This is an optimization exercise on Yosys and OpenROAD, whose aim is small area, a short achievable clock period and few clock cycles per item, not a production implementation.
RTL that was checked went through simulation tests only; none was proved equivalent to the original.
No functional check of the RTL was part of runs 4 to 8.
Power is estimated from default activity; no workload was simulated.

`design.v`:
```
`default_nettype none
module iterativeDivision
  #(parameter int unsigned DATA_W = 32)
  ( input  var logic i_clk
  , input  var logic i_rst  
  , input  var logic [DATA_W-1:0] i_dividend
  , input  var logic [DATA_W-1:0] i_divisor
  , input  var logic i_start  
  , output var logic [DATA_W-1:0] o_quotient
  , output var logic [DATA_W-1:0] o_remainder
  , output var logic o_finish  
  );
  function automatic logic [5:0] clz32(input logic [31:0] x);
    logic [15:0] z1; logic [15:0] c1;       
    logic [7:0]  z2; logic [15:0] c2;       
    logic [3:0]  z3; logic [11:0] c3;       
    logic [1:0]  z4; logic [7:0]  c4;       
    logic        z5; logic [4:0]  c5;
    for (int i = 0; i < 16; i++) begin
      z1[i] = !(x[2*i+1] || x[2*i]);
      c1[i] = !x[2*i+1];
    end
    for (int i = 0; i < 8; i++) begin
      z2[i]         = z1[2*i+1] && z1[2*i];
      c2[2*i+:2]    = z1[2*i+1] ? {1'b1, c1[2*i]} : {1'b0, c1[2*i+1]};
    end
    for (int i = 0; i < 4; i++) begin
      z3[i]         = z2[2*i+1] && z2[2*i];
      c3[3*i+:3]    = z2[2*i+1] ? {1'b1, c2[4*i+:2]} : {1'b0, c2[4*i+2+:2]};
    end
    for (int i = 0; i < 2; i++) begin
      z4[i]         = z3[2*i+1] && z3[2*i];
      c4[4*i+:4]    = z3[2*i+1] ? {1'b1, c3[6*i+:3]} : {1'b0, c3[6*i+3+:3]};
    end
    z5 = z4[1] && z4[0];
    c5 = z4[1] ? {1'b1, c4[3:0]} : {1'b0, c4[7:4]};
    clz32 = {z5, z5 ? 5'd0 : c5};
  endfunction
  logic [5:0] zA_q, zB_q;
  logic       quotZero_q;
  logic [31:0] dividendSeen;
  always_comb begin
    dividendSeen[31] = i_dividend[31];
    for (int i = 30; i >= 0; i--)
      dividendSeen[i] = dividendSeen[i+1] || i_dividend[i];
  end
  always_ff @(posedge i_clk) begin
    zA_q       <= clz32(i_dividend);
    zB_q       <= clz32(i_divisor);
    quotZero_q <= (i_divisor == '0) || ((i_divisor & ~dividendSeen) != '0);
  end
  logic [5:0] shDiff;
  logic [4:0] shAmt;
  logic       quotZero, alignDone;
  always_comb begin
    shDiff   = zB_q - zA_q;  
    shAmt    = shDiff[4:0];
    quotZero = quotZero_q;
    alignDone = (shDiff[5:0] == '0);
  end
  logic       align_q, step_q, done_q;
  logic [4:0] count_q;
  always_ff @(posedge i_clk)
    if (i_rst) begin
      align_q <= '0;
      step_q  <= '0;
      done_q  <= '0;
    end else if (i_start) begin
      align_q <= '1;
      step_q  <= '0;
      done_q  <= '0;
    end else if (align_q) begin
      align_q <= '0;
      step_q  <= !quotZero && !alignDone;
      done_q  <= !quotZero && alignDone;
    end else begin
      step_q  <= step_q && (count_q != '0);
      done_q  <= step_q && (count_q == '0);
    end
  always_ff @(posedge i_clk)
    if (align_q)
      count_q <= shAmt;
    else
      count_q <= count_q - 1'b1;
  always_comb
    o_finish = done_q || (align_q && quotZero);
  logic [DATA_W-1:0] div_q, rem_q, quo_q, remNext;
  logic              doStep;
  always_comb
    doStep = step_q || (align_q && alignDone && !quotZero);
  logic [DATA_W:0] diff;
  logic            qBit;
  always_comb begin
    diff    = {1'b0, rem_q} - {1'b0, div_q};
    qBit    = !diff[DATA_W];
    remNext = qBit ? diff[DATA_W-1:0] : rem_q;
  end
  always_ff @(posedge i_clk)
    if (i_start)
      div_q <= i_divisor;
    else if (align_q)
      div_q <= div_q << shAmt;
    else
      div_q <= div_q >> 1;
  always_ff @(posedge i_clk)
    if (i_start)
      rem_q <= i_dividend;
    else if (doStep)
      rem_q <= remNext;
  always_ff @(posedge i_clk)
    if (i_start)
      quo_q <= {DATA_W{i_divisor == '0}};
    else if (align_q && !alignDone)
      quo_q <= '0;
    else
      quo_q <= {quo_q[DATA_W-2:0], qBit};
  always_comb begin
    o_quotient  = quo_q;
    o_remainder = rem_q;
  end
endmodule
`resetall
```
`flow/run.sh`:
```
#!/bin/bash
# Standard layout, with the port buffers made from the smallest buffer cell
# (repair may still resize them), and timing repair aimed at a 5.2 ns setup
# margin. make's output goes to flow_make.log; each ORFS step writes its own
# log under orfs/logs/.
set -euo pipefail
export BUFFER_PORTS_ARGS="-buffer_cell sky130_fd_sc_hd__buf_1"
bash standard.sh finish SETUP_SLACK_MARGIN=5.2 > flow_make.log 2>&1
```
`standard.sh`:
```
#!/bin/bash
# synth_recipe.tcl (not shown) runs the flow's synth.tcl, then flattens the netlist and writes it again
# the make line also repeats each setting of config.mk as NAME=value (left out here)
make -C /OpenROAD-flow-scripts/flow DESIGN_CONFIG=/design/flow/config.mk WORK_HOME=/design/flow/orfs CLKGATE_MAP_FILE= SYNTH_SCRIPT=/design/flow/synth_recipe.tcl "${@:-finish}"
```
`config.mk`:
```
export PLATFORM = sky130hd
export DESIGN_NAME = iterativeDivision
export DESIGN_NICKNAME = iterativeDivision
export VERILOG_FILES = /design/flow/design.v
export SDC_FILE = /design/flow/constraint.sdc
export NUM_CORES = 4
export LEC_CHECK = 0
export ABC_AREA = 1
export CAP_MARGIN = 20
export CORE_MARGIN = 2
export CORE_UTILIZATION = 40
export CTS_BUF_LIST = sky130_fd_sc_hd__clkbuf_8
export CTS_CLUSTER_SIZE = 12
export SETUP_SLACK_MARGIN = 5.0
export SLEW_MARGIN = 20
```
`constraint.sdc`:
```
create_clock -name core_clock -period 8.0 [get_ports {i_clk}]
set_input_delay 1.6000 -clock core_clock [delete_from_list [all_inputs] [get_ports {i_clk}]]
set_output_delay 1.6000 -clock core_clock [all_outputs]
set_load 0.01 [all_outputs]
```
==> results of run 1 <==
## Yosys cell counts, types with 11 or more instances
cell,count,area (um^2)
inv_1,172,645.6
clkbuf_1,29,108.9
buf_2,19,95.09
nand2_1,424,1592
a21oi_1,77,385.4
mux2i_1,13,130.1
o22ai_1,11,68.82
o21ai_0,120,600.6
nand4_1,14,87.58
edfxtp_1,34,1021
or2_2,15,93.84
dfxtp_1,83,1662
ha_1,39,488.0
nand3_1,162,810.8
nor2_1,108,405.4
## state kept, by name, summed over array words and instances, names as in the netlist
signal	flops
step_q	1
rem_q	32
count_q	5
quotZero_q	1
quo_q	32
zA_q	6
align_q	1
zB_q	6
div_q	32
done_q	1
## final cells by class
| cell class | instances | area (um^2) |
|---|---|---|
| clock buffers | 18 | 247.7 |
| clock inverters | 14 | 137.6 |
| fillers | 2327 | 11370 |
| inverters | 173 | 689.4 |
| multi-input cells | 1078 | 5540 |
| flip-flops and latches | 117 | 2688 |
| well taps | 280 | 350.3 |
| repair buffers | 164 | 850.8 |
| repair inverters | 3 | 21.27 |
## routing by layer
metal	share of wire, %	vias up	wire length [um]
met1	45	4573	15450
met5	0	-	0
met3	9.8	54	3346
met4	3.2	0	1084
met2	42	500	14420
li1	-	4972	-
## worst paths after layout
check / start / endpoint / slack, ps / cells after the start
worst max register to register: zA_q[0] / rem_q[4] / 5290 / 13
worst min-delay path: count_q[0] / count_q[0] / 460 / 1
worst max-delay path: align_q / o_finish / 5230 / 3
worst min register to register: count_q[0] / count_q[0] / 460 / 1
## per-stage QoR
| step | hold slack [ps] | util, % | std cells |
|---|---|---|---|
| 2_1_floorplan | 426.6 | - | 1421 |
| 6_report | 463.6 | 48.08 | 1847 |
| 4_1_cts | 470.0 | 46.87 | 1829 |
| 5_1_grt | 488.5 | 48.08 | 1847 |
| 3_3_place_gp | 444.4 | 43.88 | 1784 |
| 3_5_place_dp | 448.9 | 43.88 | 1784 |
## worst max-delay path: stages, from the launching register on
cell and delay (ps):
dfxtp_4 370, clkinvlp_4 90, o21bai_1 120, buf_2 140
## what timing repair did
action | 4_1_cts | 5_1_grt
gates cloned | 5 | 2
gates resized for setup | 36 | 30
setup buffers | 8 | 16
pin swaps | 4 | 6
setup endpoints to repair | 139 | 93
## report_power, final
| group | leakage (nW) | switching [W] | internal [W] |
|---|---|---|---|
| logic | 3.67 | 0.000692 | 0.000355 |
| clock network | 0.194 | 0.000299 | 0.000262 |
| registers | 1.02 | 0.0000410 | 0.000685 |
| total | 4.88 | 0.00103 | 0.00130 |
## kinds of logic (layout without fill, tap and decap cells)
logic type | after synthesis | after routing | share of synthesized area (%)
AOI/OAI and AO/OA | 266 | 266 | 16.52
DFF | 117 | 117 | 29.94
xor gates and xnor gates | 5 | 5 | 0.6563
and+or+nand+nor | 751 | 753 | 35.31
buffers and inverters | 228 | 372 | 10.23
adders and majority gates | 41 | 41 | 5.892
muxes | 13 | 13 | 1.452
==> impl_metrics.toml, run 1 <==
[cells_and_area]
n_antenna_cell = 0
final_area_mm2 = 0.01053
final_cell_mix = "nand2_1 (417), inv_1 (168), nand3_1 (158), buf_1 (129), o21ai_0 (114)"
fin_nets = 1662
area_growth_pct = 17.45
final_common_cell = "nand2_1"
final_layout_size_suffix_gt1_share_pct = 8.168

[global_route]
antenna_found_initial = 0
use_met1_pct = 40.21
busiest_layer = "met2"
grt_pass1_vias = 9023
grt_pass1_wl_um = 51490
grt_use_total_pct = 28.09
grt.met2_usage_pct = 42.03
grt_use_met3_pct = 5.806
overflow = 0
grt_max_degree = 71

[timing]
fin_crit_sh_pct = 34.69
slew-limit-headroom_pct = 53.15
setup_tns_ps = 0
period_needed_ps = 2775
tightest_slew_ps = 694.0
timing.final.ws_setup_ps = 5225
finalClockSkew_ps = 16.80
slew_violations = 0
grt_setup_unrepaired = "true"
fmaxAchievable_ghz = 0.3604
hold_viol = 0
setup_viol = 0

[setup_path]
end_kind = "output port"
worstPathRequired_ps = 6400
worstPathMaxFanout = 2
worstPathArrival_ps = 1170
path_class = "reg -> out"
startpoint_type = "flip-flop"

[detailed_routing]
vias_per_cell = 5.468
firstDrtPassIters = 8
wl_per_cell_um = 18.57
num_vias = 10100
wl_um = 34310
drc = 0
drtIter0Drc = 1027
antenna_left = 0

[synthesis]
synth-seq-area-share_pct = 29.94
ys_seq_elements = 117
synth.cell_area_mm2 = 0.008961
synth_area_per_cell_um2 = 6.306
syn-num-nets = 1529
synth-edff-count = 34
ys.flop_type = "dfxtp_1"
synth_cell_types = 45
async_reset_ff_share_pct = 0
postSynthCellCount = 1421
ys_warn_count = 1

[floorplanning]
fp.dieH_um = 153.7
ios = 132
die-area_mm2 = 0.02362
rows = 54
core_area_mm2 = 0.02189
start_util_pct = 40.94
dieWidth_um = 153.7

[power_and_ir_drop]
vdd_drop_max_v = 0.0001159
power_leakage_nw = 4.883
power_w = 0.002335
power_density_mw_per_mm2 = 221.8

[placed_design]
place_area_mm2 = 0.009607
dpl.hpwl_um = 25960
portBuffers = 131
dp_slack_ps = 3735
place.gp.congestion = 0.9664

[status]
outcome = "complete, no violations"

[clocking]
clkSinkCount = 117
cts_tree = "done"
path_clk_slew_ps = 90
clkLatencyLatePin_ps = 460
clockBufferDepth = 2
cts_root_buf = "clkbuf_8"
cts_buffers = 17
cts_hold_buf = 0
htree_levels = 4

[run]
maxCapViolCount = 0

[min_path]
hp-class = "reg -> reg"
Testbench counts, summed over its fixed seeds: cycles 22,318, items 3,200.
==> run 2: changes to the inputs <==
==> flow/run.sh (replaced) <==
#!/bin/bash
# Standard layout, with the port buffers made from the smallest buffer cell
# (repair may still resize them), and timing repair aimed at a 5.25 ns setup
# margin. make's output goes to flow_make.log; each ORFS step writes its own
# log under orfs/logs/.
set -euo pipefail
export BUFFER_PORTS_ARGS="-buffer_cell sky130_fd_sc_hd__buf_1"
bash standard.sh finish SETUP_SLACK_MARGIN=5.25 > flow_make.log 2>&1
==> impl_metrics.toml, run 2 <==
[synthesis]
postSynthCellCount = 1421
synth.most_common_cell = "nand2_1"
ys.flop_type = "dfxtp_1"
synth_top_area_share_pct = 18.54
synth-seq-area-share_pct = 29.94
ys_top_cells_by_count = "nand2_1 (424), inv_1 (172), nand3_1 (162)"
syn-num-nets = 1529
synth_top_cell_by_area = "dfxtp_1"
synth_cell_types = 45
synth_area_per_cell_um2 = 6.306
async_reset_ff_share_pct = 0
synth.cell_area_mm2 = 0.008961
ys_warn_count = 1
synth_area_leaders = "dfxtp_1 (19%), nand2_1 (18%), edfxtp_1 (11%), nand3_1 (9.0%), inv_1 (7.2%)"
synth-edff-count = 34
ys_seq_elements = 117

[power_and_ir_drop]
intPower_w = 0.001316
power_density_mw_per_mm2 = 221.2
p_seq_share_pct = 31.2
power_w = 0.002337
power_frac_comb_pct = 44.1
power_leakage_nw = 4.874
vdd_drop_max_v = 0.00009715
p_sw_share_pct = 43.66
power_frac_clock_pct = 24.7
p_sw_w = 0.001020

[setup_path]
startpoint_type = "flip-flop"
reg2reg_to = "div_q[30]"
crit_path_end = "o_finish"
path_class = "reg -> out"
ff2ff_path_depth = 15
worstPathMaxFanout = 2
worstPathRequired_ps = 6400
cp-startpoint = "align_q"
end_kind = "output port"
reg2reg_slack_ps = 5230
worstPathArrival_ps = 1270
reg2reg_from = "zB_q[0]"

[detailed_routing]
antenna_left = 0
wl_per_cell_um = 18.75
drc = 0
wl_um = 34590
vias_per_cell = 5.504
drtIter0Drc = 1209
firstDrtPassIters = 6
num_vias = 10160

[cells_and_area]
area_growth_pct = 17.89
final_common_cell = "nand2_1"
final_layout_size_suffix_gt1_share_pct = 8.626
n_fill_cell = 2338
fin_nets = 1660
reg.largest.list = "div_q x32, quo_q x32, rem_q x32"
multiInputGateArea_mm2 = 0.005620
n_antenna_cell = 0
seq_area_mm2 = 0.002686
final_cell_mix = "nand2_1 (415), inv_1 (168), nand3_1 (159), buf_1 (129), o21ai_0 (114)"

[global_route]
grt_pass1_vias = 9415
grt_max_degree = 63
antenna_found_initial = 0
overflow = 0
grt_use_total_pct = 28.83
grt_pass1_wl_um = 52810

[clocking]
clkLatencyLatePin_ps = 460
cts_buffers = 17
cts_hold_buf = 0
clkSinkCount = 117
clockBufferDepth = 2
cts_tree = "done"
cts_root_buf = "clkbuf_8"
path_clk_slew_ps = 90
htree_levels = 4

[timing]
fin_crit_sh_pct = 35.88
fmaxAchievable_ghz = 0.3484
setup_tns_ps = 0
slew_violations = 0
grt_setup_unrepaired = "true"
slew-limit-headroom_pct = 58.99
finalClockSkew_ps = 26.26
tightest_slew_ps = 607.5
setup_viol = 0
hold_slack_ps = 459.3
period_needed_ps = 2871
hold_viol = 0

[floorplanning]
start_util_pct = 40.94
die-area_mm2 = 0.02362
dieWidth_um = 153.7
ios = 132
fp.dieH_um = 153.7
rows = 54
core_area_mm2 = 0.02189

[min_path]
min_path_cells = 2
hp-class = "reg -> reg"

[status]
outcome = "complete, no violations"

[placed_design]
portBuffers = 131
place.gp.congestion = 0.9936
dpl.hpwl_um = 26020

[run]
maxCapViolCount = 0
-- run 2: worst max-delay path, cell delays in order, from the launching register on --
cell,delay [ps]
dfxtp_4,360
buf_12,90
clkinvlp_4,70
o21bai_1,150
buf_2,150
-- run 2: cell families after synthesis --
group / share of synthesized area, %
simple gates: 35.31
compound gates: 16.52
buf+inv: 10.23
flops: 29.94
fa+ha+maj: 5.892
mux: 1.452
xor+xnor: 0.6563
-- run 2: what timing repair did --
item,4_1_cts,5_1_grt
cloned,7,1
pin swaps,6,8
buffers inserted,9,11
gates resized for setup,45,38
endpoints found under the setup margin,136,90
-- run 2: final cells by class --
class	count	share of cell area, %
multi-input combinational	1079	53.20
sequential	117	25.43
timing repair buffer	160	7.639
inverter	173	6.420
tap	280	3.316
clock buffer	19	2.475
clock inverter	13	1.267
timing repair inverter	4	0.2487
-- run 2: worst min-delay path by stage --
stage	end	slack [ps]	startpoint
6_report	quo_q[25]	460	quo_q[24]
5_1_grt	quo_q[28]	480	quo_q[27]
3_3_place_gp	count_q[0]	450	count_q[0]
4_1_cts	quo_q[28]	450	quo_q[27]
3_5_place_dp	count_q[0]	450	count_q[0]
2_1_floorplan	count_q[0]	430	count_q[0]
-- run 2: through the flow --
step	cells	cell area (um^2)	util (%)	setup slack [ps]
after floorplan	1421	8985	-	5230
after global placement	1785	9619	43.94	4195
after detailed placement	1785	9619	43.94	4184
after CTS	1833	10350	47.27	5105
after global routing	1845	10560	48.26	5013
final	1845	10560	48.26	5129
-- run 2: routing by layer --
layer / vias to the layer above / wire (um) / GRT usage, %
met2: 528 / 14640 / 43.77
met1: 4588 / 15290 / 39.63
met3: 62 / 3341 / 6.595
met5: - / 0 / 0
met4: 0 / 1316 / 11.62
li1: 4977 / - / -
-- run 2: power by group through the flow --
stage                     Combinational (W)  Clock, W  Sequential (W)
final                               0.00103  0.000577        0.000729
after global routing                0.00115  0.000612        0.000735
after CTS                          0.000980  0.000581        0.000729
after detailed placement           0.000940         0        0.000742
after global placement             0.000937         0        0.000742
after floorplan                    0.000676         0        0.000740
==> run 3: changes to the inputs <==
==> flow/run.sh (replaced) <==
#!/bin/bash
# Standard layout, with the port buffers made from the smallest buffer cell
# (repair may still resize them). make's output goes to flow_make.log; each
# ORFS step writes its own log under orfs/logs/.
set -euo pipefail
export BUFFER_PORTS_ARGS="-buffer_cell sky130_fd_sc_hd__buf_1"
bash standard.sh finish > flow_make.log 2>&1
==> impl_metrics.toml, run 3 <==
[setup_path]
worstPathRequired_ps = 8150
crit_slowest_cell = "buf_6"
critPathTopFamily = "buffers and inverters"
end_kind = "flip-flop"
startpoint_type = "primary input"
path_class = "in -> reg"
worstPathArrival_ps = 3030
crit_chain = "clkbuf_2 > buf_6 > clkinv_8 > buf_6 > nand2_8"
slowest_delay_ps = 380
cpMostUsedCell = "buf_6"
worstPathMaxFanout = 58
critPathBufInv = 4

[timing]
setup_viol = 0
fmaxAchievable_ghz = 0.3467
fin_crit_sh_pct = 36.06
slew_violations = 0
period_needed_ps = 2885
tightest_slew_ps = 638.6
grt_setup_unrepaired = "false"
hold_viol = 0
finalClockSkew_ps = 9.704
setup_tns_ps = 0
slew-limit-headroom_pct = 57.38

[clocking]
cts_hold_buf = 0
clockBufferDepth = 2
path_clk_slew_ps = 80
cts_tree = "done"
clkSinkCount = 117
clkLatencyLatePin_ps = 450
cts_root_buf = "clkbuf_8"
htree_levels = 4
cts_buffers = 17

[synthesis]
synth_cell_types = 45
ys_top_cells_by_count = "nand2_1 (424), inv_1 (172), nand3_1 (162)"
postSynthCellCount = 1421
ys_warn_count = 1
ys_seq_elements = 117
synth-edff-count = 34
synth_area_leaders = "dfxtp_1 (19%), nand2_1 (18%), edfxtp_1 (11%), nand3_1 (9.0%), inv_1 (7.2%)"
ys.flop_type = "dfxtp_1"
synth_area_per_cell_um2 = 6.306
synth_top_area_share_pct = 18.54
synth_top_cell_by_area = "dfxtp_1"
synth.most_common_cell = "nand2_1"
syn-num-nets = 1529
synth-seq-area-share_pct = 29.94
async_reset_ff_share_pct = 0
synth.cell_area_mm2 = 0.008961

[floorplanning]
fp.dieH_um = 153.7
dieWidth_um = 153.7
core_area_mm2 = 0.02189
rows = 54
ios = 132
start_util_pct = 40.94
die-area_mm2 = 0.02362

[detailed_routing]
wl_per_cell_um = 18.29
firstDrtPassIters = 6
vias_per_cell = 5.471
drc = 0
drtIter0Drc = 906
wl_um = 33420
antenna_left = 0
num_vias = 9995

[cells_and_area]
fin_nets = 1642
area_growth_pct = 14.31
final_area_mm2 = 0.01024
reg.largest.list = "div_q x32, quo_q x32, rem_q x32"
final_layout_size_suffix_gt1_share_pct = 5.882
seq_area_mm2 = 0.002684
n_antenna_cell = 0
final_cell_mix = "nand2_1 (419), inv_1 (168), nand3_1 (161), buf_1 (130), o21ai_0 (118)"
n_fill_cell = 2343
multiInputGateArea_mm2 = 0.005470
final_common_cell = "nand2_1"

[global_route]
grt_pass1_vias = 8910
grt_max_degree = 63
grt_use_total_pct = 27.30
grt_pass1_wl_um = 49980
overflow = 0
antenna_found_initial = 0

[placed_design]
dpl.hpwl_um = 25600
portBuffers = 131
place_area_mm2 = 0.009590
place.gp.congestion = 0.9573

[power_and_ir_drop]
power_leakage_nw = 4.760
power_density_mw_per_mm2 = 226.6
intPower_w = 0.001321
vdd_drop_max_v = 0.0001087
p_sw_share_pct = 43.11
p_seq_share_pct = 31.3
power_frac_comb_pct = 42.7
power_frac_clock_pct = 26.0
p_sw_w = 0.001001

[run]
maxCapViolCount = 0

[min_path]
hp-class = "reg -> reg"

[status]
outcome = "complete, no violations"
run 3: power by group through the flow:
stage	combinational [W]	sequential [W]	clock, W
floorplan	0.000675	0.000740	0
global placement	0.000933	0.000739	0
detailed placement	0.000936	0.000740	0
CTS	0.000954	0.000727	0.000607
global route	0.00110	0.000733	0.000634
finish	0.000991	0.000727	0.000603
run 3: kinds of logic after synthesis:
| family | Yosys count | synth area share, % |
|---|---|---|
| flops | 117 | 29.94 |
| buf+inv | 228 | 10.23 |
| simple gates | 751 | 35.31 |
| compound gates | 266 | 16.52 |
| fa+ha+maj | 41 | 5.892 |
| xor+xnor | 5 | 0.6563 |
| mux | 13 | 1.452 |
run 3: worst min-delay path: stages, from the launching register on:
cell,delay (ps)
dfxtp_1,320
nand3_1,70
nand2_1,40
run 3: metal layers:
layer | up-vias | share of wire, % | GRT usage [%] | wire length (um)
met4 | 0 | 2.9 | 8.912 | 965
met5 | - | 0 | 0 | 0
li1 | 4928 | - | - | -
met1 | 4535 | 46 | 39.29 | 15470
met2 | 482 | 42 | 41.14 | 14040
met3 | 50 | 8.8 | 5.130 | 2945
run 3: layout make-up:
type / count / share of cell area, %
repair buffers: 144 / 5.948
flip-flops and latches: 117 / 26.20
inverters: 173 / 6.694
clock buffers: 18 / 2.418
multi-input cells: 1078 / 53.40
repair inverters: 3 / 0.2076
clock inverters: 14 / 1.710
well taps: 280 / 3.420
run 3: metrics by stage:
stage | hold WS (ps) | cells | util, % | worst slack, ps | total power, W
floorplan | 426.6 | 1421 | - | 5132 | 0.001415
global placement | 448.0 | 1783 | 43.81 | 3569 | 0.001672
detailed placement | 457.3 | 1783 | 43.81 | 3529 | 0.001676
CTS | 472.6 | 1821 | 46.27 | 4992 | 0.002288
global route | 491.5 | 1827 | 46.79 | 5010 | 0.002465
finish | 472.1 | 1827 | 46.79 | 5115 | 0.002321
run 3: final timing paths:
| check | start | slack, ps | endpoint | cells past startpoint |
|---|---|---|---|---|
| hold reg to reg | quo_q[18] | 470 | quo_q[19] | 2 |
| hold / removal | quo_q[18] | 470 | quo_q[19] | 2 |
| setup / recovery | i_start | 5120 | rem_q[3] | 5 |
| setup reg to reg | zB_q[0] | 5130 | div_q[30] | 15 |
run 3: what timing repair did:
item                                    in CTS  in global routing
cloned                                       3                  2
pin swaps                                    1                  2
gates resized for setup                     17                 19
buffers inserted                             3                  4
endpoints found under the setup margin     129                 87
==> run 4: changes to the inputs <==
--- a/design.v
+++ b/design.v
@@ -37,7 +37,7 @@
     clz32 = {z5, z5 ? 5'd0 : c5};
   endfunction
   logic [5:0] zA_q, zB_q;
-  logic       quotZero_q;
+  logic       quotZero_q, divZero_q;
   logic [31:0] dividendSeen;
   always_comb begin
     dividendSeen[31] = i_dividend[31];
@@ -48,6 +48,7 @@
     zA_q       <= clz32(i_dividend);
     zB_q       <= clz32(i_divisor);
     quotZero_q <= (i_divisor == '0) || ((i_divisor & ~dividendSeen) != '0);
+    divZero_q  <= (i_divisor == '0);
   end
   logic [5:0] shDiff;
   logic [4:0] shAmt;
@@ -108,14 +109,12 @@
     else if (doStep)
       rem_q <= remNext;
   always_ff @(posedge i_clk)
-    if (i_start)
-      quo_q <= {DATA_W{i_divisor == '0}};
-    else if (align_q && !alignDone)
-      quo_q <= '0;
+    if (align_q)
+      quo_q <= {{(DATA_W-1){1'b0}}, alignDone && qBit};
     else
       quo_q <= {quo_q[DATA_W-2:0], qBit};
   always_comb begin
-    o_quotient  = quo_q;
+    o_quotient  = align_q ? {DATA_W{divZero_q}} : quo_q;
     o_remainder = rem_q;
   end
 endmodule
==> impl_metrics.toml, run 4 <==
[floorplanning]
start_util_pct = 40.95
ios = 132
core_area_mm2 = 0.02354
fp.dieH_um = 159.3
dieWidth_um = 159.3
die-area_mm2 = 0.02536
rows = 56

[placed_design]
place_inst = 2040
dpl.hpwl_um = 27560
portBuffers = 131
place.gp.congestion = 1.017

[synthesis]
syn-num-nets = 1749
ys_top_cells_by_count = "nand2_1 (561), inv_1 (247), nand3_1 (181)"
synth-seq-area-share_pct = 27.82
synth_top_cell_by_area = "nand2_1"
async_reset_ff_share_pct = 0
postSynthCellCount = 1641
ys.flop_type = "dfxtp_1"
ys_warn_count = 1
synth_cell_types = 43
synth.most_common_cell = "nand2_1"
synth-edff-count = 34
synth_area_per_cell_um2 = 5.876
synth_area_leaders = "nand2_1 (22%), dfxtp_1 (17%), edfxtp_1 (11%), inv_1 (9.6%), nand3_1 (9.4%)"
synth.cell_area_mm2 = 0.009642
ys_seq_elements = 117
synth_top_area_share_pct = 21.84

[detailed_routing]
drtIter0Drc = 1078
drc = 0
firstDrtPassIters = 8
antenna_left = 0
wl_um = 35500
num_vias = 11030
wl_per_cell_um = 16.99
vias_per_cell = 5.278

[cells_and_area]
final_layout_size_suffix_gt1_share_pct = 7.284
n_antenna_cell = 0
reg.largest.list = "div_q x32, quo_q x32, rem_q x32"
multiInputGateArea_mm2 = 0.005838
fin_nets = 1866
seq_area_mm2 = 0.002688
final_common_cell = "nand2_1"
n_fill_cell = 2597
final_cell_mix = "nand2_1 (557), inv_1 (245), nand3_1 (181), nor2_1 (140), buf_1 (102)"
layout.cells.non_filler = 2090
area_growth_pct = 15.08
utilization_pct = 47.13

[global_route]
overflow = 0
grt_use_total_pct = 27.37
grt_pass1_wl_um = 53740
antenna_found_initial = 1
grt_pass1_vias = 9807
grt_max_degree = 81

[timing]
tightest_slew_ps = 715.6
setup_tns_ps = 0
grt_setup_unrepaired = "true"
slew_violations = 0
period_needed_ps = 3143
setup_viol = 0
slew-limit-headroom_pct = 52.24
fin_crit_sh_pct = 39.29
finalClockSkew_ps = 18.25
hold_slack_ps = 426.2
hold_viol = 0
fmaxAchievable_ghz = 0.3182

[min_path]
hp-class = "reg -> reg"

[clocking]
cts_buffers = 17
cts_root_buf = "clkbuf_8"
path_clk_slew_ps = 80
clkLatencyLatePin_ps = 460
clkSinkCount = 117
clockBufferDepth = 2
htree_levels = 4
cts_tree = "done"

[setup_path]
crit_slowest_cell = "dfxtp_4"
worstPathMaxFanout = 16
crit_chain = "buf_16 > buf_4 > nand2_8 > o21ai_0 > buf_1"
path_class = "reg -> out"
startpoint_type = "flip-flop"
worstPathRequired_ps = 6400
critPathBufInv = 3
end_kind = "output port"
worstPathArrival_ps = 1540
slowest_delay_ps = 380
critPathTopFamily = "buffers and inverters"

[status]
outcome = "complete, no violations"

[power_and_ir_drop]
power_leakage_nw = 5.614
vdd_drop_max_v = 0.00008534
power_density_mw_per_mm2 = 217.6

[run]
maxCapViolCount = 0
==> run 4: changes by cell type in the layout (fill, tap and decap cells not counted), sizes merged, moves of 8 or more <==
cell / change
nand2: +135
inv: +81
nor2: +35
nand3: +19
mux2i: -13
o22ai: -10
buf: +8
==> run 4: worst reg2reg max path, delay by kind of cell (launching register included) <==
| kind | cells | cell delay (ps) |
|---|---|---|
| AND/OR/NAND/NOR | 10 | 1460 |
| flip-flops | 1 | 350 |
| buffers and inverters | 2 | 190 |
| adder cells (fa/ha/maj) | 2 | 580 |
==> run 4: metal layers <==
layer	global-route usage [%]	up-vias	routed length [um]
li1	-	5481	-
met1	38.82	5042	16410
met2	42.06	462	15310
met3	5.757	46	3081
met4	7.562	0	700
met5	0	-	0
==> run 4: cells by family (layout without fill, tap and decap cells) <==
family / Yosys count / count (layout) / share of synthesized area [%]
fa+ha+maj: 41 / 41 / 5.476
flops: 117 / 117 / 27.82
simple gates: 940 / 941 / 40.80
buf+inv: 309 / 438 / 12.57
compound gates: 228 / 228 / 12.70
xor+xnor: 6 / 6 / 0.6229
==> run 4: final cells by class <==
class                           instances  area share (%)
Clock buffer                           21           2.605
Multi-Input combinational cell       1216           52.62
Clock inverter                         11          0.9923
Inverter                              251           8.559
Timing Repair inverter                  1         0.06766
Timing Repair Buffer                  154           7.341
Sequential cell                       117           24.22
Tap cell                              319           3.597
==> run 4: stage by stage <==
stage | area, um^2 | setup WS, ps | total power (W)
global route | 11100 | 4792 | 0.002583
detailed placement | 10320 | 4134 | 0.001802
global placement | 10320 | 4205 | 0.001797
floorplan | 9644 | 5034 | 0.001512
CTS | 10940 | 4869 | 0.002383
finish | 11100 | 4857 | 0.002414
==> run 4: worst paths after layout <==
check / start / end / slack [ps] / cells past startpoint
worst max-delay path: align_q / o_quotient[15] / 4860 / 5
worst min-delay path: quo_q[24] / quo_q[25] / 430 / 2
worst max register to register: rem_q[0] / rem_q[7] / 5060 / 14
worst min register to register: quo_q[24] / quo_q[25] / 430 / 2
==> run 4: repair_timing <==
item                                    CTS  global route
gates cloned                              4             1
resized for setup                        49            41
endpoints found under the setup margin   80           112
buffers inserted                          6             7
hold buffers                              0             0
pin swaps                                 1             1
==> run 4: report_power, final <==
| part | total, W | internal, W | switching, W |
|---|---|---|---|
| Combinational | 0.00110 | 0.000349 | 0.000756 |
| Sequential | 0.000740 | 0.000694 | 0.0000457 |
| Clock | 0.000570 | 0.000284 | 0.000286 |
==> run 5: changes to the inputs <==
==> flow/run.sh (replaced) <==
#!/bin/bash
# Standard layout, with the port buffers made from the smallest buffer cell
# (repair may still resize them), and timing repair aimed at a 5.15 ns setup
# margin. make's output goes to flow_make.log; each ORFS step writes its own
# log under orfs/logs/.
set -euo pipefail
export BUFFER_PORTS_ARGS="-buffer_cell sky130_fd_sc_hd__buf_1"
bash standard.sh finish SETUP_SLACK_MARGIN=5.15 > flow_make.log 2>&1
==> impl_metrics.toml, run 5 <==
[status]
outcome = "complete, no violations"

[synthesis]
ys_top_cells_by_count = "nand2_1 (561), inv_1 (247), nand3_1 (181)"
syn-num-nets = 1749
synth_top_area_share_pct = 21.84
ys_warn_count = 1
async_reset_ff_share_pct = 0
synth_area_per_cell_um2 = 5.876
synth.cell_area_mm2 = 0.009642
synth_cell_types = 43
synth_top_cell_by_area = "nand2_1"
synth-seq-area-share_pct = 27.82
ys.flop_type = "dfxtp_1"
synth.most_common_cell = "nand2_1"
ys_seq_elements = 117
postSynthCellCount = 1641
synth-edff-count = 34
synth_area_leaders = "nand2_1 (22%), dfxtp_1 (17%), edfxtp_1 (11%), inv_1 (9.6%), nand3_1 (9.4%)"

[clocking]
clkLatencyLatePin_ps = 460
path_clk_slew_ps = 80
cts_buffers = 17
htree_levels = 4
cts_root_buf = "clkbuf_8"
clockBufferDepth = 2
clkSinkCount = 117
cts_tree = "done"

[global_route]
grt_max_degree = 81
grt_pass1_vias = 10050
overflow = 0
grt_pass1_wl_um = 55810
antenna_found_initial = 0
grt_use_total_pct = 28.42

[cells_and_area]
fin_nets = 1873
final_cell_mix = "nand2_1 (557), inv_1 (246), nand3_1 (180), nor2_1 (138), o21ai_0 (103)"
area_growth_pct = 17.82
n_antenna_cell = 0
reg.largest.list = "div_q x32, quo_q x32, rem_q x32"
final_area_mm2 = 0.01136
seq_area_mm2 = 0.002690
n_fill_cell = 2574
final_layout_size_suffix_gt1_share_pct = 8.324
final_common_cell = "nand2_1"
multiInputGateArea_mm2 = 0.005983

[setup_path]
cp-startpoint = "align_q"
crit_slowest_cell = "dfxtp_4"
end_kind = "output port"
slowest_delay_ps = 360
worstPathRequired_ps = 6400
crit_chain = "buf_12 > buf_4 > nand2_4 > o21ai_0 > buf_2"
worstPathMaxFanout = 8
startpoint_type = "flip-flop"
reg2reg_from = "rem_q[0]"
path_class = "reg -> out"
worstPathArrival_ps = 1510

[power_and_ir_drop]
vdd_drop_max_v = 0.00009788
p_sw_share_pct = 44.85
power_frac_comb_pct = 46.3
p_sw_w = 0.001102
power_density_mw_per_mm2 = 216.3
intPower_w = 0.001355
power_frac_clock_pct = 23.6
power_leakage_nw = 5.748
p_seq_share_pct = 30.1

[detailed_routing]
drtIter0Drc = 1179
vias_per_cell = 5.355
wl_per_cell_um = 17.74
drc = 0
wl_um = 37200
num_vias = 11230
firstDrtPassIters = 6
antenna_left = 0

[placed_design]
portBuffers = 131
dpl.hpwl_um = 27960
place.gp.congestion = 0.9402
place_area_mm2 = 0.01033

[floorplanning]
start_util_pct = 40.95
rows = 56
die-area_mm2 = 0.02536
ios = 132
fp.dieH_um = 159.3
core_area_mm2 = 0.02354
dieWidth_um = 159.3

[timing]
setup_viol = 0
slew-limit-headroom_pct = 52.02
period_needed_ps = 3114
slew_violations = 0
grt_setup_unrepaired = "true"
hold_viol = 0
fin_crit_sh_pct = 38.93
setup_tns_ps = 0
finalClockSkew_ps = 19.64
fmaxAchievable_ghz = 0.3211
tightest_slew_ps = 719.0

[min_path]
hold_start = "quo_q[6]"
hp-class = "reg -> reg"

[run]
maxCapViolCount = 0
run 5: changes by cell type in the layout (fill, tap and decap cells not counted), moves of 3 or more:
cell,before,now
o21ai_1,14,8
buf_12,1,4
o21ai_0,100,103
buf_2,28,32
o21ai_2,9,12
nand2_8,3,7
buf_4,16,11
nand2_4,0,3
buf_1,102,97
run 5: kinds of logic after synthesis:
group,after synthesis,share of synthesized area (%)
compound gates,228,12.70
xor+xnor,6,0.6229
fa+ha+maj,41,5.476
buf+inv,309,12.57
flops,117,27.82
simple gates,940,40.80
run 5: layout make-up:
type,instances,share of cell area [%]
clock buffer,19,2.302
multi-input combinational,1221,52.67
timing repair inverter,1,0.06609
inverter,251,8.382
timing repair buffer,156,8.118
clock inverter,13,1.267
sequential,117,23.68
tap,319,3.514
run 5: power by group through the flow:
stage / combinational (W) / sequential (W) / clock [W]
after floorplan: 0.000762 / 0.000750 / 0
after global placement: 0.00105 / 0.000751 / 0
after detailed placement: 0.00106 / 0.000753 / 0
after CTS: 0.00109 / 0.000739 / 0.000587
after global routing: 0.00127 / 0.000747 / 0.000614
final: 0.00114 / 0.000740 / 0.000580
run 5: critical path, delay by kind of cell, from the launching register on:
family / cells / cell delay [ps]
buffers and inverters: 3 / 470
flip-flops: 1 / 360
AND/OR/NAND/NOR: 1 / 120
AO/OA/AOI/OAI: 1 / 120
run 5: routing by layer:
metal / vias to the layer above / routed length, um / part of all wire [%] / track usage (%)
li1: 5494 / - / - / -
met1: 5171 / 16550 / 44 / 40.24
met2: 515 / 16180 / 43 / 43.48
met3: 50 / 3697 / 9.9 / 6.512
met4: 0 / 775 / 2.1 / 7.603
met5: - / 0 / 0 / 0
run 5: stage by stage:
| stage | hold WS [ps] | util [%] | std cells | setup slack, ps | power (W) |
|---|---|---|---|---|---|
| after floorplan | 404.6 | - | 1641 | 5177 | 0.001512 |
| after global placement | 412.6 | 43.89 | 2041 | 4274 | 0.001800 |
| after CTS | 423.5 | 47.22 | 2090 | 4894 | 0.002414 |
| after global routing | 443.8 | 48.25 | 2097 | 4823 | 0.002629 |
| after detailed placement | 414.3 | 43.89 | 2041 | 4247 | 0.001809 |
| final | 428.5 | 48.25 | 2097 | 4886 | 0.002457 |
run 5: path summary, 6_finish.rpt:
check	to	slack (ps)	cells after the start
setup reg to reg	rem_q[14]	5290	14
hold reg to reg	quo_q[7]	430	2
setup / recovery	o_quotient[15]	4890	5
hold / removal	quo_q[7]	430	2
run 5: timing repair:
item | in CTS | in global routing
buffers inserted | 7 | 4
endpoints found under the setup margin | 96 | 89
gates resized for setup | 61 | 50
pin swaps | 10 | 3
hold buffers | 0 | 0
gates cloned | 10 | 3
==> run 6: changes to the inputs <==
--- a/design.v
+++ b/design.v
@@ -37,18 +37,18 @@
     clz32 = {z5, z5 ? 5'd0 : c5};
   endfunction
   logic [5:0] zA_q, zB_q;
-  logic       quotZero_q, divZero_q;
+  logic       quotZeroIn, quotZero_q;
   logic [31:0] dividendSeen;
   always_comb begin
     dividendSeen[31] = i_dividend[31];
     for (int i = 30; i >= 0; i--)
       dividendSeen[i] = dividendSeen[i+1] || i_dividend[i];
+    quotZeroIn = (i_divisor == '0) || ((i_divisor & ~dividendSeen) != '0);
   end
   always_ff @(posedge i_clk) begin
     zA_q       <= clz32(i_dividend);
     zB_q       <= clz32(i_divisor);
-    quotZero_q <= (i_divisor == '0) || ((i_divisor & ~dividendSeen) != '0);
-    divZero_q  <= (i_divisor == '0);
+    quotZero_q <= quotZeroIn;
   end
   logic [5:0] shDiff;
   logic [4:0] shAmt;
@@ -59,24 +59,24 @@
     quotZero = quotZero_q;
     alignDone = (shDiff[5:0] == '0);
   end
-  logic       align_q, step_q, done_q;
+  logic       align_q, step_q, finish_q;
   logic [4:0] count_q;
   always_ff @(posedge i_clk)
     if (i_rst) begin
-      align_q <= '0;
-      step_q  <= '0;
-      done_q  <= '0;
+      align_q  <= '0;
+      step_q   <= '0;
+      finish_q <= '0;
     end else if (i_start) begin
-      align_q <= '1;
-      step_q  <= '0;
-      done_q  <= '0;
+      align_q  <= '1;
+      step_q   <= '0;
+      finish_q <= quotZeroIn;
     end else if (align_q) begin
-      align_q <= '0;
-      step_q  <= !quotZero && !alignDone;
-      done_q  <= !quotZero && alignDone;
+      align_q  <= '0;
+      step_q   <= !quotZero && !alignDone;
+      finish_q <= !quotZero && alignDone;
     end else begin
-      step_q  <= step_q && (count_q != '0);
-      done_q  <= step_q && (count_q == '0);
+      step_q   <= step_q && (count_q != '0);
+      finish_q <= step_q && (count_q == '0);
     end
   always_ff @(posedge i_clk)
     if (align_q)
@@ -84,7 +84,7 @@
     else
       count_q <= count_q - 1'b1;
   always_comb
-    o_finish = done_q || (align_q && quotZero);
+    o_finish = finish_q;
   logic [DATA_W-1:0] div_q, rem_q, quo_q, remNext;
   logic              doStep;
   always_comb
@@ -109,12 +109,14 @@
     else if (doStep)
       rem_q <= remNext;
   always_ff @(posedge i_clk)
-    if (align_q)
-      quo_q <= {{(DATA_W-1){1'b0}}, alignDone && qBit};
+    if (i_start)
+      quo_q <= {DATA_W{i_divisor == '0}};
+    else if (align_q && !alignDone)
+      quo_q <= '0;
     else
       quo_q <= {quo_q[DATA_W-2:0], qBit};
   always_comb begin
-    o_quotient  = align_q ? {DATA_W{divZero_q}} : quo_q;
+    o_quotient  = quo_q;
     o_remainder = rem_q;
   end
 endmodule
==> impl_metrics.toml, run 6 <==
[status]
outcome = "complete, no violations"

[synthesis]
ys_top_cells_by_count = "nand2_1 (483), nand3_1 (178), inv_1 (165)"
ys_seq_elements = 117
synth_cell_types = 53
synth-edff-count = 34
syn-num-nets = 1589
synth-seq-area-share_pct = 28.92
ys.flop_type = "dfxtp_1"
synth_area_per_cell_um2 = 6.264
synth_top_cell_by_area = "nand2_1"
ys_warn_count = 1
synth_area_leaders = "nand2_1 (20%), dfxtp_1 (18%), edfxtp_1 (11%), nand3_1 (9.6%), inv_1 (6.7%)"
synth_top_area_share_pct = 19.54
postSynthCellCount = 1481
synth.most_common_cell = "nand2_1"
synth.cell_area_mm2 = 0.009276
async_reset_ff_share_pct = 0

[cells_and_area]
final_common_cell = "nand2_1"
final_layout_size_suffix_gt1_share_pct = 6.433
utilization_pct = 45.94
reg.largest.list = "div_q x32, quo_q x32, rem_q x32"
n_fill_cell = 2461
fin_nets = 1696
area_growth_pct = 12.46
final_area_mm2 = 0.01043
layout.cells.non_filler = 1886
final_cell_mix = "nand2_1 (477), nand3_1 (177), inv_1 (163), buf_1 (130), o21ai_0 (111)"
n_antenna_cell = 0

[power_and_ir_drop]
power_leakage_nw = 4.927
vdd_drop_max_v = 0.00009649
power_density_mw_per_mm2 = 222.5

[floorplanning]
core_area_mm2 = 0.02271
rows = 55
ios = 132
die-area_mm2 = 0.02443
dieWidth_um = 156.3
fp.dieH_um = 156.3
start_util_pct = 40.85

[setup_path]
startpoint_type = "primary input"
reg2reg_from = "zA_q[2]"
critPathBufInv = 4
worstPathMaxFanout = 55
reg2reg_to = "rem_q[4]"
worstPathArrival_ps = 2990
ff2ff_path_depth = 11
crit_slowest_cell = "buf_8"
crit_chain = "clkbuf_2 > buf_4 > inv_6 > buf_8 > nand2_8"
cp-startpoint = "i_start"
slowest_delay_ps = 400
critPathTopFamily = "buffers and inverters"
reg2reg_slack_ps = 5230
end_kind = "flip-flop"
worstPathRequired_ps = 8210
cp_num_cells = 5
path_class = "in -> reg"
crit_path_end = "rem_q[4]"

[timing]
tightest_slew_ps = 866.1
hold_slack_ps = 470.0
hold_viol = 0
slew_violations = 0
setup_viol = 0
fmaxAchievable_ghz = 0.3588
finalClockSkew_ps = 21.85
setup_tns_ps = 0
grt_setup_unrepaired = "true"
period_needed_ps = 2787
fin_crit_sh_pct = 34.84
slew-limit-headroom_pct = 41.53

[run]
maxCapViolCount = 0

[detailed_routing]
drtIter0Drc = 1048
drc = 0
wl_um = 34680
vias_per_cell = 5.421
firstDrtPassIters = 8
antenna_left = 0
wl_per_cell_um = 18.39
num_vias = 10220

[global_route]
overflow = 0
grt_pass1_vias = 9237
grt_max_degree = 62
antenna_found_initial = 0
grt_pass1_wl_um = 52250
grt_use_total_pct = 28.23

[clocking]
cts_tree = "done"
htree_levels = 4
path_clk_slew_ps = 90
clkLatencyLatePin_ps = 490
clockBufferDepth = 2
cts_root_buf = "clkbuf_8"
cts_buffers = 17
clkSinkCount = 117

[placed_design]
place_area_mm2 = 0.009859
place_inst = 1849
dpl.hpwl_um = 26260
place.gp.congestion = 0.9440
portBuffers = 131

[min_path]
hp-class = "reg -> reg"
[run 6: changes by cell type after synthesis, moves of 6 or more]
cell      delta
o21ai_1     +10
a21oi_1     +12
nand2_1     -78
nand3_2      +8
o21ai_0      -6
inv_1       -82
buf_6       +10
nor2_1      -40
clkbuf_1    -15
[run 6: area by class of cell]
class	count	area, um^2	share of cell area [%]
inverter	171	654.4	6.272
multi-input combinational	1139	5741	55.03
timing repair buffer	141	603.1	5.781
clock inverter	15	153.9	1.475
sequential	117	2683	25.71
clock buffer	17	234.0	2.243
tap	285	356.6	3.418
timing repair inverter	1	7.507	0.07196
[run 6: worst register-to-register path, delay by kind of cell, from the launching register on]
family / cells / cell delay (ps)
simple gates: 8 / 1490
fa+ha+maj: 1 / 370
flops: 1 / 310
compound gates: 1 / 260
buf+inv: 1 / 40
[run 6: per-layer routing]
layer / vias to the layer above / routed length (um) / GRT usage [%]
met5: - / 0 / 0
met4: 0 / 1119 / 10.35
met3: 60 / 3576 / 6.702
met2: 531 / 14580 / 42.69
met1: 4549 / 15400 / 39.09
li1: 5084 / - / -
[run 6: what timing repair did]
| action | CTS | global route |
|---|---|---|
| gates resized for setup | 12 | 21 |
| gates cloned | 2 | 1 |
| pin swaps | 1 | 2 |
| setup endpoints to repair | 99 | 79 |
| hold buffers | 0 | 0 |
| buffers inserted | 0 | 2 |
[run 6: report_power, final]
group | total [W] | switching (W) | internal, W
sequential | 0.000732 | 0.0000443 | 0.000687
clock | 0.000570 | 0.000335 | 0.000234
combinational | 0.00102 | 0.000697 | 0.000323
[run 6: logic make-up after synthesis]
logic type	share of synthesized area, %
simple gates	38.43
flops	28.92
compound gates	15.58
xor+xnor	0.7419
mux	0.1079
buf+inv	10.53
fa+ha+maj	5.692
[run 6: metrics by stage]
stage	power, W	setup WS, ps
after floorplan	0.001467	5209
after global placement	0.001719	3963
after detailed placement	0.001724	3952
after CTS	0.002302	5160
after global routing	0.002485	5076
final	0.002322	5213
[run 6: worst min-delay path by stage]
| stage | startpoint | end | slack (ps) | depth (start not counted) |
|---|---|---|---|---|
| final | quo_q[29] | quo_q[30] | 470 | 2 |
| after global routing | quo_q[14] | quo_q[15] | 490 | 2 |
| after CTS | count_q[0] | count_q[0] | 470 | 1 |
| after detailed placement | count_q[0] | count_q[0] | 450 | 1 |
| after global placement | count_q[0] | count_q[0] | 450 | 1 |
| after floorplan | count_q[0] | count_q[0] | 430 | 1 |
==> run 7: changes to the inputs <==
--- a/config.mk
+++ b/config.mk
@@ -11,5 +11,6 @@
 export CORE_UTILIZATION = 40
 export CTS_BUF_LIST = sky130_fd_sc_hd__clkbuf_8
 export CTS_CLUSTER_SIZE = 12
+export PLACE_DENSITY = 0.7
 export SETUP_SLACK_MARGIN = 5.0
 export SLEW_MARGIN = 20
==> impl_metrics.toml, run 7 <==
[timing]
slew-limit-headroom_pct = 42.53
timing.final.ws_setup_ps = 5180
slew_violations = 0
period_needed_ps = 2820
grt_setup_unrepaired = "false"
hold_viol = 0
fmaxAchievable_ghz = 0.3546
setup_viol = 0
setup_tns_ps = 0
fin_crit_sh_pct = 35.25
tightest_slew_ps = 851.2
finalClockSkew_ps = 17.70

[synthesis]
synth_top_cell_by_area = "nand2_1"
ys_seq_elements = 117
postSynthCellCount = 1481
async_reset_ff_share_pct = 0
synth_area_per_cell_um2 = 6.264
synth_cell_types = 53
synth.most_common_cell = "nand2_1"
ys_warn_count = 1
synth_area_leaders = "nand2_1 (20%), dfxtp_1 (18%), edfxtp_1 (11%), nand3_1 (9.6%), inv_1 (6.7%)"
syn-num-nets = 1589
synth-edff-count = 34
synth_top_area_share_pct = 19.54
ys.flop_type = "dfxtp_1"
synth.cell_area_mm2 = 0.009276
synth-seq-area-share_pct = 28.92
ys_top_cells_by_count = "nand2_1 (483), nand3_1 (178), inv_1 (165)"

[setup_path]
cp_num_cells = 10
crit_slowest_cell = "nor3_4"
path_class = "in -> reg"
worstPathRequired_ps = 8420
cpMostUsedCell = "nand2_1"
critPathBufInv = 1
worstPathMaxFanout = 5
critPathTopFamily = "simple AND/OR/NAND/NOR gates"
worstPathArrival_ps = 3240
startpoint_type = "primary input"
end_kind = "flip-flop"
ff2ff_path_depth = 13
crit_chain = "buf_1 > nor2_1 > nand2_2 > nor3_4 > nand3_2 > nor2_1 > nand2_1 > nand2_1 > nand2_1 > nand2_1"
slowest_delay_ps = 340

[floorplanning]
core_area_mm2 = 0.02271
dieWidth_um = 156.3
ios = 132
fp.dieH_um = 156.3
start_util_pct = 40.85
die-area_mm2 = 0.02443
rows = 55

[cells_and_area]
n_fill_cell = 2423
layout.cells.non_filler = 1890
final_layout_size_suffix_gt1_share_pct = 6.854
reg.largest.list = "div_q x32, quo_q x32, rem_q x32"
final_area_mm2 = 0.01050
fin_nets = 1700
final_cell_mix = "nand2_1 (474), nand3_1 (177), inv_1 (162), buf_1 (130), o21ai_0 (112)"
n_antenna_cell = 0
final_common_cell = "nand2_1"
area_growth_pct = 13.19

[detailed_routing]
num_vias = 10540
drtIter0Drc = 1291
antenna_left = 0
firstDrtPassIters = 6
drc = 0
wl_um = 34140
wl_per_cell_um = 18.07
vias_per_cell = 5.578

[clocking]
cts_buffers = 17
clkSinkCount = 117
cts_hold_buf = 0
clkLatencyLatePin_ps = 480
cts_tree = "done"
path_clk_slew_ps = 80
cts_root_buf = "clkbuf_8"
htree_levels = 4
clockBufferDepth = 2

[global_route]
overflow = 0
grt_pass1_vias = 9236
grt_max_degree = 79
antenna_found_initial = 0
grt_use_total_pct = 27.22
grt_pass1_wl_um = 51120

[run]
maxCapViolCount = 0

[power_and_ir_drop]
power_leakage_nw = 4.944
vdd_drop_max_v = 0.0001003
power_density_mw_per_mm2 = 224.8

[placed_design]
place.gp.congestion = 1.001
place_area_mm2 = 0.009844
dp_slack_ps = 3951
portBuffers = 131
place_inst = 1847
dpl.hpwl_um = 26050

[min_path]
min_path_cells = 2
hp-class = "reg -> reg"

[status]
outcome = "complete, no violations"
==> run 7: cell counts after synthesis <==
Identical to the previous run, type by type.
==> run 7: per-stage QoR <==
stage	util (%)	total power (W)	hold WS, ps
5_1_grt	46.24	0.002511	486.8
6_report	46.24	0.002360	469.7
4_1_cts	45.47	0.002317	468.4
3_3_place_gp	43.35	0.001713	451.4
2_1_floorplan	-	0.001467	426.6
3_5_place_dp	43.35	0.001721	455.5
==> run 7: metal layers <==
metal / track usage [%] / wire, um
met1: 37.38 / 14920
met3: 6.702 / 3629
met5: 0 / 0
met2: 41.70 / 14480
met4: 9.305 / 1111
==> run 7: path summary, 6_finish.rpt <==
path	startpoint	end	slack, ps
setup / recovery	i_dividend[29]	finish_q	5180
hold / removal	quo_q[24]	quo_q[25]	470
setup reg to reg	zB_q[0]	rem_q[0]	5260
hold reg to reg	quo_q[24]	quo_q[25]	470
==> run 7: area by class of cell <==
cell class	instances	area, um^2	area share [%]
clock buffer	17	234.0	2.228
clock inverter	15	167.7	1.597
inverter	171	653.1	6.220
multi-input combinational	1140	5764	54.90
sequential	117	2683	25.55
tap	285	356.6	3.396
timing repair buffer	143	626.9	5.970
timing repair inverter	2	15.01	0.1430
==> run 7: timing repair <==
action,in CTS,in global routing
gates cloned,2,3
pin swaps,0,6
endpoints found under the setup margin,110,96
resized for setup,11,30
buffers inserted,3,3
==> run 7: kinds of logic (layout without fill, tap and decap cells) <==
logic type / count (synthesis) / count (layout) / share of synthesized area (%)
buffers and inverters: 227 / 348 / 10.53
AND/OR/NAND/NOR: 826 / 829 / 38.43
flip-flops: 117 / 117 / 28.92
XOR/XNOR: 7 / 7 / 0.7419
AO/OA/AOI/OAI: 262 / 262 / 15.58
multiplexers: 1 / 1 / 0.1079
adder cells (fa/ha/maj): 41 / 41 / 5.692
==> run 7: power by group <==
group	switching, W	leakage, nW	internal (W)	total, W
Combinational	0.000704	3.71	0.000331	0.00104
Sequential	0.0000471	1.02	0.000687	0.000734
Clock	0.000305	0.210	0.000286	0.000590
==> run 7: worst reg2reg max path, delay by kind of cell, from the launching register on <==
family / cells / cell delay, ps
xor gates and xnor gates: 1 / 170
adders and majority gates: 2 / 570
and+or+nand+nor: 7 / 1090
buffers and inverters: 3 / 320
DFF: 1 / 300
==> run 8: changes to the inputs <==
==> flow/run.sh (replaced) <==
#!/bin/bash
# Standard layout, with the port buffers made from the smallest buffer cell
# (repair may still resize them), and timing repair aimed at a 5.25 ns setup
# margin. make's output goes to flow_make.log; each ORFS step writes its own
# log under orfs/logs/.
set -euo pipefail
export BUFFER_PORTS_ARGS="-buffer_cell sky130_fd_sc_hd__buf_1"
bash standard.sh finish SETUP_SLACK_MARGIN=5.25 > flow_make.log 2>&1
--- a/config.mk
+++ b/config.mk
@@ -11,6 +11,5 @@
 export CORE_UTILIZATION = 40
 export CTS_BUF_LIST = sky130_fd_sc_hd__clkbuf_8
 export CTS_CLUSTER_SIZE = 12
-export PLACE_DENSITY = 0.7
 export SETUP_SLACK_MARGIN = 5.0
 export SLEW_MARGIN = 20
==> impl_metrics.toml, run 8 <==
[status]
outcome = "complete, no violations"

[synthesis]
synth_top_cell_by_area = "nand2_1"
synth-edff-count = 34
synth_area_leaders = "nand2_1 (20%), dfxtp_1 (18%), edfxtp_1 (11%), nand3_1 (9.6%), inv_1 (6.7%)"
ys.flop_type = "dfxtp_1"
synth_cell_types = 53
ys_warn_count = 1
synth-seq-area-share_pct = 28.92
ys_top_cells_by_count = "nand2_1 (483), nand3_1 (178), inv_1 (165)"
synth_top_area_share_pct = 19.54
postSynthCellCount = 1481
synth.most_common_cell = "nand2_1"
async_reset_ff_share_pct = 0
ys_seq_elements = 117
syn-num-nets = 1589
synth.cell_area_mm2 = 0.009276
synth_area_per_cell_um2 = 6.264

[global_route]
antenna_found_initial = 0
grt_max_degree = 69
grt_pass1_wl_um = 51670
grt_use_total_pct = 27.92
overflow = 0
grt_pass1_vias = 9214

[timing]
tightest_slew_ps = 732.6
slew-limit-headroom_pct = 50.54
setup_tns_ps = 0
fin_crit_sh_pct = 34.21
slew_violations = 0
grt_setup_unrepaired = "true"
finalClockSkew_ps = 37.52
hold_viol = 0
period_needed_ps = 2737
fmaxAchievable_ghz = 0.3654
setup_viol = 0

[setup_path]
worstPathArrival_ps = 3070
path_class = "in -> reg"
startpoint_type = "primary input"
reg2reg_from = "zB_q[0]"
worstPathRequired_ps = 8340
end_kind = "flip-flop"
cp-startpoint = "i_dividend[31]"
worstPathMaxFanout = 6

[clocking]
htree_levels = 4
cts_buffers = 17
cts_hold_buf = 0
path_clk_slew_ps = 110
clkSinkCount = 117
clockBufferDepth = 2
cts_tree = "done"
clkLatencyLatePin_ps = 490
cts_root_buf = "clkbuf_8"

[floorplanning]
fp.dieH_um = 156.3
rows = 55
core_area_mm2 = 0.02271
ios = 132
start_util_pct = 40.85
dieWidth_um = 156.3
die-area_mm2 = 0.02443

[detailed_routing]
drtIter0Drc = 1092
antenna_left = 0
drc = 0
wl_per_cell_um = 18.57
num_vias = 10410
firstDrtPassIters = 5
vias_per_cell = 5.487
wl_um = 35250

[placed_design]
portBuffers = 131
place_area_mm2 = 0.009861
place.gp.congestion = 0.9482
dpl.hpwl_um = 26600

[cells_and_area]
area_growth_pct = 14.57
n_antenna_cell = 0
fin_nets = 1708
final_common_cell = "nand2_1"
final_layout_size_suffix_gt1_share_pct = 8.060
reg.largest.list = "div_q x32, quo_q x32, rem_q x32"
final_cell_mix = "nand2_1 (471), nand3_1 (175), inv_1 (161), buf_1 (130), o21ai_0 (112)"
final_area_mm2 = 0.01063

[power_and_ir_drop]
vdd_drop_max_v = 0.0001073
power_leakage_nw = 4.986
power_density_mw_per_mm2 = 219.6

[min_path]
hp-class = "reg -> reg"
hold_start = "quo_q[5]"

[run]
maxCapViolCount = 0
## run 8: where the power goes
part | total [W] | switching, W | leakage, nW | internal, W
Clock | 0.000536 | 0.000305 | 0.192 | 0.000231
Combinational | 0.00107 | 0.000715 | 3.77 | 0.000350
Sequential | 0.000732 | 0.0000445 | 1.02 | 0.000687
Total | 0.00233 | 0.00107 | 4.99 | 0.00127
## run 8: kinds of logic (layout without fill, tap and decap cells)
group,Yosys count,in the layout,share of synthesized area (%)
AOI/OAI and AO/OA,262,262,15.58
xor gates and xnor gates,7,7,0.7419
adders and majority gates,41,41,5.692
buffers and inverters,227,355,10.53
DFF,117,117,28.92
muxes,1,1,0.1079
and+or+nand+nor,826,830,38.43
## run 8: final cells by class
class / count / area (um^2)
fill: 2462 / 12080
multi-input combinational: 1141 / 5828
sequential: 117 / 2683
timing repair buffer: 151 / 730.7
inverter: 171 / 660.6
tap: 285 / 356.6
clock buffer: 18 / 247.7
clock inverter: 14 / 113.9
timing repair inverter: 1 / 7.507
## run 8: path summary, 6_finish.rpt
check,slack (ps),end,cells past startpoint
worst min register to register,440,quo_q[6],2
worst min-delay path,440,quo_q[6],2
worst max-delay path,5260,zA_q[1],10
worst max register to register,5340,div_q[30],15
## run 8: layer usage
| layer | part of all wire (%) | GRT usage [%] | up-vias |
|---|---|---|---|
| met5 | 0 | 0 | - |
| met4 | 3.8 | 11.05 | 0 |
| met3 | 9.8 | 6.951 | 75 |
| met2 | 42 | 42.44 | 536 |
| met1 | 44 | 37.96 | 4680 |
| li1 | - | - | 5123 |
## run 8: worst max-delay path, stage by stage
cell,delay (ps)
buf_1,130
nor2_2,170
nand2_2,120
nor3_4,190
buf_4,180
buf_4,130
inv_1,70
nand2_1,70
nand3_1,120
a22o_1,300
## run 8: stage by stage
| stage | util [%] | cells | setup slack (ps) | total power [W] | hold slack (ps) |
|---|---|---|---|---|---|
| after global routing | 46.80 | 1898 | 5177 | 0.002488 | 479.1 |
| final | 46.80 | 1898 | 5263 | 0.002334 | 443.6 |
| after CTS | 45.38 | 1882 | 5161 | 0.002268 | 450.1 |
| after detailed placement | 43.42 | 1848 | 4162 | 0.001727 | 450.5 |
| after global placement | 43.42 | 1848 | 4188 | 0.001725 | 446.3 |
| after floorplan | - | 1481 | 5283 | 0.001467 | 426.6 |
## run 8: timing repair
item | CTS | global route
endpoints found under the setup margin | 115 | 94
gates cloned | 2 | 5
pin swaps | 1 | 13
setup buffers | 0 | 11
resized for setup | 18 | 41

[afterwards: timing with drivers on the ports]
The flow's constraints put no driver on any port. The routed layouts listed below were extracted and timed again, unchanged, in two steps. Step 1 assumes that a clkbuf_16 drives the clock port and a buf_2 every other input. Step 2 moves the port delays by t, midway between the first and last clock arrival at a register: inputs arrive t later, outputs are due t later. That takes back most of the time a late clock gives input paths. Three values: ideal, step 1, step 2; two values: the first two.
run | shift t [ns] | slack for setup (ns) | slew at the worst register clock pin (ns) | pins driven straight from the clock port
run 1 | 0.496 | 5.225 / 5.182 / 4.753 | 0.09 / 0.09 | 1
run 2 | 0.492 | 5.129 / 5.088 / 4.783 | 0.09 / 0.09 | 1
run 3 | 0.483 | 5.115 / 5.118 / 4.650 | 0.08 / 0.08 | 1
run 4 | 0.499 | 4.857 / 4.811 / 4.629 | 0.08 / 0.08 | 1
run 5 | 0.495 | 4.886 / 4.840 / 4.744 | 0.09 / 0.09 | 1
run 6 | 0.526 | 5.213 / 5.229 / 4.708 | 0.10 / 0.10 | 1
run 7 | 0.510 | 5.180 / 5.193 / 4.683 | 0.09 / 0.09 | 1
run 8 | 0.509 | 5.263 / 5.269 / 4.775 | 0.11 / 0.11 | 1
After both steps every run listed still meets setup and hold. The setup slack of run 6, which loses most, moves by +0.016 ns with the drivers and by -0.505 ns with both steps.
